Source: an optimization exercise on an open RTL-to-GDS flow (aim: small area, a short achievable clock period and few clock cycles per item). Production flows keep margins and buffers that such runs may drop.
Where RTL was checked, it was by simulation tests only, not by an equivalence proof against the original.
Power is estimated from default activity; no workload was simulated.

Design unidad_math, start of the top module:
module unidad_math (
    input  logic        clk,
    input  logic        rst_n,
    input  logic        start,
    input  logic [1:0]  op,        
    input  logic [15:0] a,
    input  logic [15:0] b,
    output logic [31:0] result,
    output logic        done
);
    logic [31:0] R;       
    logic [15:0] A;       
    logic        f_mul, f_div, f_sq, f_bcd;    
    logic        f_sub;                        
    logic [1:0]  op_r;                         
    logic [2:0]  cnt;
    logic        busy;
    logic [18:0] X, P, Q2, Q3, S1, S2, S3, cs_s, cs_c;
    logic        sub;
    assign sub = f_sub;
    always_comb begin
        X = {3'b000, R[31:16]};
        if (f_div) X = {1'b0, R[31:14]};
        if (f_sq)  X = {8'd0, R[22:16], A[15:12]};
    end
    always_comb begin
        if (f_sq) begin
            P  = ~{8'd0, R[7:0], 3'b001};
            Q2 = ~{7'd0, R[7:0], 4'b0100};
            Q3 = ~{7'd0, R[7:0], 4'b1000};
        end else if (f_div) begin
            P  = {3'b111, A};
            Q2 = {2'b11, A, 1'b1};
            Q3 = {2'b11, A, 1'b1};
        end else begin
            P  = {3'b000, A & {16{R[0]}}};
            Q2 = {2'b00, A & {16{R[1]}}, 1'b0};
            Q3 = {2'b00, A & {16{R[1]}}, 1'b0};
        end
    end
    assign S1   = X + P  + {18'd0, sub};
    assign S2   = X + Q2 + {18'd0, sub};
    assign cs_s = X ^ P ^ Q3;
  ...
Size: roughly 1300 cells after synthesis, about 58 flip-flops, about 70 I/O pins, about 8100 sq um of cells after synthesis.
Settings: LEC_CHECK=0, ABC_AREA=1, CAP_MARGIN=20, CORE_MARGIN=2, CORE_UTILIZATION=45, PLACE_DENSITY=0.6, SETUP_SLACK_MARGIN=4, SLEW_MARGIN=20; clock period 8.0 ns.
standard.sh (not shown) runs the stock make flow with config.mk's settings and CLKGATE_MAP_FILE= SYNTH_SCRIPT=/design/flow/synth_recipe.tcl, a recipe that flattens the netlist after the stock synthesis.
==> flow/flow/run.sh <==
#!/bin/bash
# The standard layout, with the port buffers as plain buf_2 cells instead of
# the delay-cell buffers buffer_ports picks by default.
set -euo pipefail
export BUFFER_PORTS_ARGS="-buffer_cell sky130_fd_sc_hd__buf_2"
bash standard.sh > standard.log 2>&1
The baseline completed with no timing, DRC or antenna violations.
Testbench counts at the start, summed over its fixed seeds: cycles 134,524, items 16,000.
Then changed:
==> flow/flow/run.sh (replaced) <==
#!/bin/bash
# The standard layout, with the port buffers as plain buf_4 cells instead of
# the delay-cell buffers buffer_ports picks by default.
set -euo pipefail
export BUFFER_PORTS_ARGS="-buffer_cell sky130_fd_sc_hd__buf_4"
bash standard.sh > standard.log 2>&1
Outcome:
- power stays flat
- clock power is about the same
- core utilization rose by 0.65 points
- design area rose by 1.2%
- final cell count hardly moves
- via count fell by 0.54%
- flip-flop and latch count is unchanged
- fmax rose by 1.5%
- global-route usage rose by 0.45 points
- first-iteration DRC count rose by 25%
Then changed:
- CORE_UTILIZATION: 45 -> 50
- PLACE_DENSITY: 0.6 -> 0.65
- SETUP_SLACK_MARGIN: 4 -> 4.25
The new run completed with no timing, DRC or antenna violations.
Power is higher by 12%.
Clock-buffer cell count is lower by 4.
Worst setup slack degrades by 0.012 ns.
Non-clock buffer count is higher by 28.
Then changed:
==> flow/flow/run.sh (replaced) <==
#!/bin/bash
# The standard layout, with the port buffers as plain buf_1 cells instead of
# the delay-cell buffers buffer_ports picks by default.
set -euo pipefail
export BUFFER_PORTS_ARGS="-buffer_cell sky130_fd_sc_hd__buf_1"
bash standard.sh > standard.log 2>&1
- CORE_UTILIZATION: 50 -> 45
- PLACE_DENSITY: 0.65 -> 0.6
- SETUP_SLACK_MARGIN: 4.25 -> 4
Effect: Non-clock buffer count came out lower by 4; wire length is lower by 4.2%; power shrinks by 6.9%; die area went up by about 11%; worst setup slack degrades by 0.073 ns; area after synthesis is unchanged; fmax decreases by 1.8%; core utilization goes down by 9.0 points; count of clock-buffer cells in the layout increases by 2; clock power went up by about 5.4%.

Setup of north:
Another version of the RTL of unidad_math (not shown whole).
For scale: about 1300 cells after synthesis, ~55 flip-flops, roughly 70 I/O pins.
==> flow/config.mk <==
export PLATFORM = sky130hd
export DESIGN_NAME = unidad_math
export DESIGN_NICKNAME = unidad_math
export VERILOG_FILES = /design/flow/design.v
export SDC_FILE = /design/flow/constraint.sdc
export NUM_CORES = 4
export LEC_CHECK = 0
export CAP_MARGIN = 20
export CORE_MARGIN = 2
export CORE_UTILIZATION = 45
export PLACE_DENSITY = 0.6
export SETUP_SLACK_MARGIN = 4
export SLEW_MARGIN = 20
==> flow/constraint.sdc <==
create_clock -name core_clock -period 8.0 [get_ports {clk}]
set_input_delay 1.6000 -clock core_clock [delete_from_list [all_inputs] [get_ports {clk}]]
set_output_delay 1.6000 -clock core_clock [all_outputs]
set_load 0.01 [all_outputs]
run.sh (not shown) runs the stock make flow with config.mk's settings and CLKGATE_MAP_FILE= SYNTH_SCRIPT=/design/flow/synth_recipe.tcl, a recipe that flattens the netlist after the stock synthesis.
Stock flow here: none of the scripts above is used.
north | status: complete | timing, DRC, antenna: pass
What south does differently from north at the input level:
diff --git a/flow/config.mk b/flow/config.mk
--- a/flow/config.mk
+++ b/flow/config.mk
@@ -12 +12 @@
-export SETUP_SLACK_MARGIN = 4
+export SETUP_SLACK_MARGIN = 3
## What came out
south vs north on count of placed standard cells including taps: south is the lower one.
Per the comparison of south with north, worst setup slack after placement shrank by 0.23 ns; final core utilization shrank by 13 points; pin count of the biggest net entering global routing shrank by 27%; clock power grew by about 4%.
Diff south and north: final period utilization higher in south
Number of detailed-routing iterations run before antenna repair was higher in the run labelled north.
Cell depth of the worst flop-to-flop path in south is 1 below north.
The following lists how east was set up differently from south:
diff --git a/flow/config.mk b/flow/config.mk
--- a/flow/config.mk
+++ b/flow/config.mk
@@ -12 +11,0 @@
-export SETUP_SLACK_MARGIN = 3
[summary]
[east vs south] power dissipated in the clock network: lower in east. | cell internal power dissipation | east vs south | better |. Re share of synthesized area occupied by flip-flops and latches: no difference whatsoever between east and south. Compared with south, in east non-clock buffer count fell by 72; worst hold slack after final layout rose by 0.058 ns; routed wire length per instance fell by 1.0%. Diff east and south: clock-buffer cell count higher in east. The growth of design area from synthesis to finish number comes out lower for east vs south. Delta (east minus south): met1 track utilization from global routing has increased; tightest slew margin relative to the limit now larger; cell area after layout fell 1200 sq um.
No functional check of the RTL was part of any run of this note.

unidad_math, a different RTL version from the one above (not shown whole).
For scale: about 1,200 cells after synthesis, ~57 flip-flops.
clock: 8.0 ns
lec_check: 0
cap_margin: 20
core_margin: 2
core_utilization: 45
place_density: 0.6
setup_slack_margin: 3.5
slew_margin: 20
standard.sh (not shown) runs the stock make flow with config.mk's settings and CLKGATE_MAP_FILE= SYNTH_SCRIPT=/design/flow/synth_recipe.tcl, a recipe that flattens the netlist after the stock synthesis.
==> flow/flow/run.sh <==
#!/bin/bash
# The standard layout, with the port buffers as plain buf_4 cells instead of
# the delay-cell buffers buffer_ports picks by default.
set -euo pipefail
export BUFFER_PORTS_ARGS="-buffer_cell sky130_fd_sc_hd__buf_4"
bash standard.sh > standard.log 2>&1
Testbench counts at the start, summed over its fixed seeds: cycles 134,524, items 16,000.
Next try:
CORE_UTILIZATION = 65   (was 45)
PLACE_DENSITY = 0.75   (was 0.6)
SETUP_SLACK_MARGIN = 4   (was 3.5)
After rerunning: Core utilization goes up by 24 points. Final cell count goes down by about 5%. Routed wire length goes down by about 1.6%. Clock-buffer cell count is unchanged. Maximum frequency goes up by about 8%. Non-clock buffer count goes up by 12.

The RTL this note starts from:
==> flow/design.v <==
module unidad_math (
    input  logic        clk,
    input  logic        rst_n,
    input  logic        start,
    input  logic [1:0]  op,        
    input  logic [15:0] a,
    input  logic [15:0] b,
    output logic [31:0] result,
    output logic        done
);
    logic [31:0] R;       
    logic [15:0] A;       
    logic        f_mul, f_div, f_sq, f_bcd;    
    logic [2:0]  cnt;
    logic        busy;
    logic [18:0] X, P, Q2, Q3, S1, S2, S3, cs_s, cs_c;
    logic        sub;
    assign sub = f_div | f_sq;
    always_comb begin
        X = {3'b000, R[31:16]};
        if (f_div) X = {1'b0, R[31:14]};
        if (f_sq)  X = {8'd0, R[22:16], A[15:12]};
    end
    always_comb begin
        if (f_sq) begin
            P  = ~{8'd0, R[7:0], 3'b001};
            Q2 = ~{7'd0, R[7:0], 4'b0100};
            Q3 = ~{7'd0, R[7:0], 4'b1000};
        end else if (f_div) begin
            P  = {3'b111, A};
            Q2 = {2'b11, A, 1'b1};
            Q3 = {2'b11, A, 1'b1};
        end else begin
            P  = {3'b000, A & {16{R[0]}}};
            Q2 = {2'b00, A & {16{R[1]}}, 1'b0};
            Q3 = {2'b00, A & {16{R[1]}}, 1'b0};
        end
    end
    assign S1   = X + P  + {18'd0, sub};
    assign S2   = X + Q2 + {18'd0, sub};
    assign cs_s = X ^ P ^ Q3;
    assign cs_c = {((X[17:0] & P[17:0]) | (X[17:0] & Q3[17:0]) | (P[17:0] & Q3[17:0])), sub};
    assign S3   = cs_s + cs_c + {18'd0, sub};
    logic [1:0]  d_q;
    logic [15:0] d_r;
    always_comb begin
        if (!S3[18])      begin d_q = 2'd3; d_r = S3[15:0]; end
        else if (!S2[18]) begin d_q = 2'd2; d_r = S2[15:0]; end
        else if (!S1[18]) begin d_q = 2'd1; d_r = S1[15:0]; end
        else              begin d_q = 2'd0; d_r = X[15:0];  end
    end
    function automatic logic [3:0] add3(input logic [3:0] d);
        logic ge5;
        ge5 = d[3] | (d[2] & (d[1] | d[0]));
        add3 = {ge5,
                (d[2] & ~d[1] & ~d[0]) | (d[3] & d[0]),
                (~d[2] & d[1]) | (d[1] & d[0]) | (d[3] & ~d[0]),
                d[0] ^ ge5};
    endfunction
    function automatic logic [19:0] dabble(input logic [19:0] d, input logic bit_in);
        dabble = {d[18:16], add3(d[15:12]), add3(d[11:8]), add3(d[7:4]), add3(d[3:0]), bit_in};
    endfunction
    logic [19:0] b_d;
    always_comb begin
        b_d = R[19:0];
        for (int i = 0; i < 4; i++) b_d = dabble(b_d, A[15 - i]);
    end
    logic [1:0] l_dq, l_dr;
    always_comb begin
        l_dq = 2'd0; l_dr = a[15:14];
        if (b[15:2] == 14'd0)
            case (b[1:0])
                2'd0: begin l_dq = 2'd3;              l_dr = a[15:14]; end
                2'd1: begin l_dq = a[15:14];          l_dr = 2'd0; end
                2'd2: begin l_dq = {1'b0, a[15]};     l_dr = {1'b0, a[14]}; end
                default: begin l_dq = {1'b0, &a[15:14]}; l_dr = &a[15:14] ? 2'd0 : a[15:14]; end
            endcase
    end
    logic [1:0] l_sq;
    logic [2:0] l_sr;
    always_comb begin
        if (a[15:12] >= 4'd9)      begin l_sq = 2'd3; l_sr = 3'(a[15:12] - 4'd9); end
        else if (a[15:12] >= 4'd4) begin l_sq = 2'd2; l_sr = 3'(a[15:12] - 4'd4); end
        else if (a[15:12] >= 4'd1) begin l_sq = 2'd1; l_sr = 3'(a[15:12] - 4'd1); end
        else                       begin l_sq = 2'd0; l_sr = 3'd0; end
    end
    logic [3:0] l_b;
    assign l_b = add3({1'b0, a[15:13]});
    always_ff @(posedge clk) begin
        if (!rst_n) begin
            busy <= 1'b0;
            done <= 1'b0;
        end else begin
            done <= busy && !start && cnt == 3'd0;
            if (start)              busy <= 1'b1;
            else if (cnt == 3'd0)   busy <= 1'b0;
        end
    end
    always_ff @(posedge clk) begin
        cnt <= cnt - 3'd1;
        if (start) begin
            f_mul <= op == 2'd0;
            f_div <= op == 2'd1;
            f_sq  <= op == 2'd2;
            f_bcd <= op == 2'd3;
            case (op)
                2'd0: begin R <= {16'd0, b};                    A <= a;               cnt <= 3'd7; end
                2'd1: begin R <= {14'd0, l_dr, a[13:0], l_dq};  A <= ~b;              cnt <= 3'd6; end
                2'd2: begin R <= {13'd0, l_sr, 14'd0, l_sq};    A <= {a[11:0], 4'd0}; cnt <= 3'd2; end
                default: begin R <= {27'd0, l_b, a[12]};        A <= {a[11:0], 4'd0}; cnt <= 3'd2; end
            endcase
        end else begin
            if (f_mul)      R <= {S3[17:0], R[15:2]};
            else if (f_div) R <= {d_r, R[13:0], d_q};
            else if (f_sq)  R <= {9'd0, (cnt == 3'd0) ? 7'd0 : d_r[6:0], 8'd0, R[5:0], d_q};
            else            R <= {12'd0, b_d};
            if (f_sq | f_bcd) A <= {A[11:0], 4'd0};
        end
    end
    assign result = R;
endmodule
clock: 8.0 ns
lec_check: 0
abc_area: 1
cap_margin: 20
core_margin: 2
core_utilization: 45
place_density: 0.6
setup_slack_margin: 5
slew_margin: 20
Scripts as last shown in full above: flow/flow/run.sh
Testbench counts at the start, summed over its fixed seeds: cycles 134,524, items 16,000.
==> next run, changes <==
ABC_AREA = not set   (was 1)
SETUP_SLACK_MARGIN = 4.5   (was 5)
Clock-buffer cell count increases by 1.
Final cell count decreases slightly.
Design area increases by a few percent.
Clock skew decreases by 5.8 ps.
Power decreases by a few percent.
Non-clock buffer count decreases by 2.
Flip-flop and latch count does not change.
Worst hold slack is worse by 4.4 ps.
==> next run, changes <==
==> flow/run.sh (new file) <==
#!/bin/bash
# synth_recipe.tcl (not shown) runs the flow's synth.tcl, then flattens the netlist and writes it again
# the make line also repeats each setting of config.mk as NAME=value (left out here)
make -C /OpenROAD-flow-scripts/flow DESIGN_CONFIG=/design/flow/config.mk WORK_HOME=/design/flow/orfs CLKGATE_MAP_FILE= SYNTH_SCRIPT=/design/flow/synth_recipe.tcl finish
SETUP_SLACK_MARGIN = 5   (was 4.5)
removed: flow/flow/run.sh
removed: flow/standard.sh
The new run passed the timing, design-rule and antenna checks; synthesized area stays the same; die area is unchanged; critical path depth shrinks by 3.
==> next run, changes <==
==> flow/flow/run.sh (new file) <==
#!/bin/bash
# The standard layout, with the port buffers as plain buf_4 cells instead of
# the delay-cell buffers buffer_ports picks by default.
set -euo pipefail
export BUFFER_PORTS_ARGS="-buffer_cell sky130_fd_sc_hd__buf_4"
bash standard.sh > standard.log 2>&1
==> flow/standard.sh (new file) <==
#!/bin/bash
# synth_recipe.tcl (not shown) runs the flow's synth.tcl, then flattens the netlist and writes it again
# the make line also repeats each setting of config.mk as NAME=value (left out here)
make -C /OpenROAD-flow-scripts/flow DESIGN_CONFIG=/design/flow/config.mk WORK_HOME=/design/flow/orfs CLKGATE_MAP_FILE= SYNTH_SCRIPT=/design/flow/synth_recipe.tcl "${@:-finish}"
SETUP_SLACK_MARGIN = 4   (was 5)
removed: flow/run.sh
Via count fell by 2.8%.
Combinational power fell by about 11%.
Total power fell by about 8%.
Maximum frequency fell by 1.4%.
First-iteration DRC count rose by 4.0%.
Setup slack degrades by 59 ps.
Routed wire length fell by 2.5%.
Utilization fell by 4.6 points.
Register-to-register slack degrades by 60 ps.
Clock-buffer cell count rose by 2.
Hold slack barely changes.

-- port drivers added, routing unchanged --
Ports are ideal in the flow. The routed layouts listed here were re-timed in OpenROAD. Step 1 (the two cells are an assumption about what drives the block):
set clk [get_ports {clk}]
set_driving_cell -lib_cell sky130_fd_sc_hd__clkbuf_16 $clk
set_driving_cell -lib_cell sky130_fd_sc_hd__buf_2 [delete_from_list [all_inputs] $clk]
Step 2 moves the port delays by t, midway between the first and last clock arrival at a register: inputs arrive t later, outputs are due t later. That takes back most of the time a late clock gives input paths. Three values: no drivers, after step 1, after step 2; two values: the first two.
run	t (ns)	setup slack, ns	clock arrival spread, ns	slew at the worst register clock pin (ns)
the first run of note 1	0.374	4.077 / 4.077 / 4.077	0.014 / 0.014	0.06 / 0.06
the second run of note 1	0.387	4.134 / 4.134 / 4.134	0.006 / 0.006	0.06 / 0.06
the third run of note 1	0.385	4.122 / 4.122 / 4.122	0.013 / 0.012	0.06 / 0.06
the fourth run of note 1	0.383	4.049 / 4.049 / 4.049	0.012 / 0.012	0.06 / 0.06
north	0.362	3.088 / 3.088 / 3.088	0.008 / 0.008	0.09 / 0.09
south	0.352	3.073 / 3.073 / 3.073	0.013 / 0.013	0.08 / 0.08
east	0.350	1.300 / 1.300 / 1.300	0.014 / 0.014	0.08 / 0.08
the first run of note 3	0.373	3.667 / 3.667 / 3.667	0.011 / 0.011	0.06 / 0.06
the second run of note 3	0.382	3.983 / 3.983 / 3.983	0.007 / 0.007	0.06 / 0.06
the first run of note 4	0.386	4.210 / 4.210 / 4.210	0.017 / 0.016	0.06 / 0.06
the second run of note 4	0.382	4.068 / 4.068 / 4.068	0.012 / 0.012	0.06 / 0.06
the third run of note 4	0.371	3.996 / 3.996 / 3.996	0.011 / 0.011	0.06 / 0.06
the fourth run of note 4	0.372	3.937 / 3.937 / 3.937	0.007 / 0.007	0.05 / 0.05
After both steps every run listed still meets setup and hold.
